What follows belongs to an exercise in optimizing a design on an open flow for small area, a short achievable clock period and few clock cycles; a production flow would make more cautious choices. In this exercise RTL edits were held to simulation tests only and were not proved equivalent to the original. Power figures rest on the tool's default switching activity, not on a simulated workload.

## indigo
// TotalALU
module TotalALU( clk, dataA, dataB, Signal, control, Output, Busy, reset );
input reset ;
input clk ;
input [2:0] control ;
input [31:0] dataA ;
input [31:0] dataB ;
input [5:0] Signal ;
output [31:0] Output ;
output Busy ;
wire sub = Signal[1];
wire [31:0] bx = dataB ^ {32{sub}};
wire [31:0] sum;
wire cout;
wire [31:0] a_g = dataA & bx;
wire [31:0] a_p = dataA ^ bx;
wire a_g0c = a_g[0] | (a_p[0] & sub);
wire a_G1 = a_g[1] | (a_p[1] & a_g0c);
wire a_G2 = a_g[2] | (a_p[2] & a_g[1]);
wire a_P2 = a_p[2] & a_p[1];
wire a_G3 = a_g[3] | (a_p[3] & a_g[2]);
wire a_P3 = a_p[3] & a_p[2];
wire a_G4 = a_g[4] | (a_p[4] & a_g[3]);
wire a_P4 = a_p[4] & a_p[3];
wire a_G5 = a_g[5] | (a_p[5] & a_g[4]);
wire a_P5 = a_p[5] & a_p[4];
wire a_G6 = a_g[6] | (a_p[6] & a_g[5]);
wire a_P6 = a_p[6] & a_p[5];
wire a_G7 = a_g[7] | (a_p[7] & a_g[6]);
wire a_P7 = a_p[7] & a_p[6];
wire a_G8 = a_g[8] | (a_p[8] & a_g[7]);
wire a_P8 = a_p[8] & a_p[7];
wire a_G9 = a_g[9] | (a_p[9] & a_g[8]);
wire a_P9 = a_p[9] & a_p[8];
wire a_G10 = a_g[10] | (a_p[10] & a_g[9]);
wire a_P10 = a_p[10] & a_p[9];
wire a_G11 = a_g[11] | (a_p[11] & a_g[10]);
wire a_P11 = a_p[11] & a_p[10];
wire a_G12 = a_g[12] | (a_p[12] & a_g[11]);
wire a_P12 = a_p[12] & a_p[11];
wire a_G13 = a_g[13] | (a_p[13] & a_g[12]);
wire a_P13 = a_p[13] & a_p[12];
wire a_G14 = a_g[14] | (a_p[14] & a_g[13]);
wire a_P14 = a_p[14] & a_p[13];
wire a_G15 = a_g[15] | (a_p[15] & a_g[14]);
wire a_P15 = a_p[15] & a_p[14];
wire a_G16 = a_g[16] | (a_p[16] & a_g[15]);
wire a_P16 = a_p[16] & a_p[15];
wire a_G17 = a_g[17] | (a_p[17] & a_g[16]);
wire a_P17 = a_p[17] & a_p[16];
wire a_G18 = a_g[18] | (a_p[18] & a_g[17]);
wire a_P18 = a_p[18] & a_p[17];
wire a_G19 = a_g[19] | (a_p[19] & a_g[18]);
wire a_P19 = a_p[19] & a_p[18];
wire a_G20 = a_g[20] | (a_p[20] & a_g[19]);
wire a_P20 = a_p[20] & a_p[19];
wire a_G21 = a_g[21] | (a_p[21] & a_g[20]);
wire a_P21 = a_p[21] & a_p[20];
  ...
export LEC_CHECK = 0
export CAP_MARGIN = 20
export CORE_MARGIN = 2
export CORE_UTILIZATION = 40
export SLEW_MARGIN = 20
export SYNTH_HIERARCHICAL = 1
export SYNTH_MINIMUM_KEEP_SIZE = 0
create_clock -name core_clock -period 24.0 [get_ports {clk}]
standard.sh (not shown) runs the stock make flow with config.mk's settings and CLKGATE_MAP_FILE= SYNTH_SCRIPT=/design/flow/synth_recipe.tcl, a recipe that flattens the netlist after the stock synthesis.
==> flow/flow/run.sh <==
#!/bin/bash
# Layout: the standard flow (standard.sh: standard synthesis, floorplan,
# placement, CTS, routing), with two changes:
#  - the port buffers are buf_1 cells (repair_timing upsizes the critical ones) rather than the delay cells buffer_ports
#    picks by default (every input and output port still gets a buffer);
#  - repair_timing aims for SETUP_SLACK_MARGIN ns more setup slack than the
#    clock needs, so it shortens the port-to-port paths that set the period.
# The clock, its period and the I/O constraints are the standard flow's, unchanged.
set -euo pipefail
MARGIN=${MARGIN:-11}
bash standard.sh "SETUP_SLACK_MARGIN=$MARGIN" \
  "BUFFER_PORTS_ARGS=-buffer_cell sky130_fd_sc_hd__buf_1" REMOVE_ABC_BUFFERS=1 finish > standard_flow.log 2>&1
Testbench counts of indigo, summed over its fixed seeds: cycles 4,330.
diff inputs: indigo => cedar
--- a/flow/flow/run.sh
+++ b/flow/flow/run.sh
@@ -11,2 +11,2 @@
 bash standard.sh "SETUP_SLACK_MARGIN=$MARGIN" \
-  "BUFFER_PORTS_ARGS=-buffer_cell sky130_fd_sc_hd__buf_1" REMOVE_ABC_BUFFERS=1 finish > standard_flow.log 2>&1
+  "BUFFER_PORTS_ARGS=-buffer_cell sky130_fd_sc_hd__buf_1" finish > standard_flow.log 2>&1
Notes after the runs:
Against indigo, cedar reports a wire length on met1 that is lower. dataB[1] as the critical path startpoint was reported by cedar, and Signal[0] by indigo. Changes observed in cedar relative to indigo: area added between synthesis and finish up 0.21 points; depth of the worst hold-timing path went down; final period utilization ~0 delta. The cell area after layout on indigo is in line with that on cedar. The number of inserted diodes of indigo and that of cedar are within noise of each other. indigo and cedar ended up with nearly the same core utilization. In the flow results for indigo and cedar, the clock-net power is larger on cedar.

## separate check: timing with driven ports
The results above use ideal ports. As a check the final layouts listed here were re-extracted and re-timed, cells and wires unchanged.
Step 1: set_driving_cell puts a clkbuf_16 on clk and a buf_2 on each other input, an assumption about the parent block.
Step 2, shift: input delay + t, output delay - t, t = (earliest + latest rising clock arrival at the registers) / 2. This alone moves slack from input paths to output paths.
a / b / c = no drivers / after step 1 / after step 2; a / b = the first two.
run	t (ns)	setup WS [ns]	slew at the worst register clock pin (ns)
indigo	0.409	11.165 / 11.141 / 11.141	0.07 / 0.07
cedar	0.405	11.181 / 11.145 / 11.145	0.07 / 0.07
After both steps every run listed still meets setup and hold. The setup slack of cedar, which loses most, moves by -0.036 ns with the drivers and by -0.036 ns with both steps.
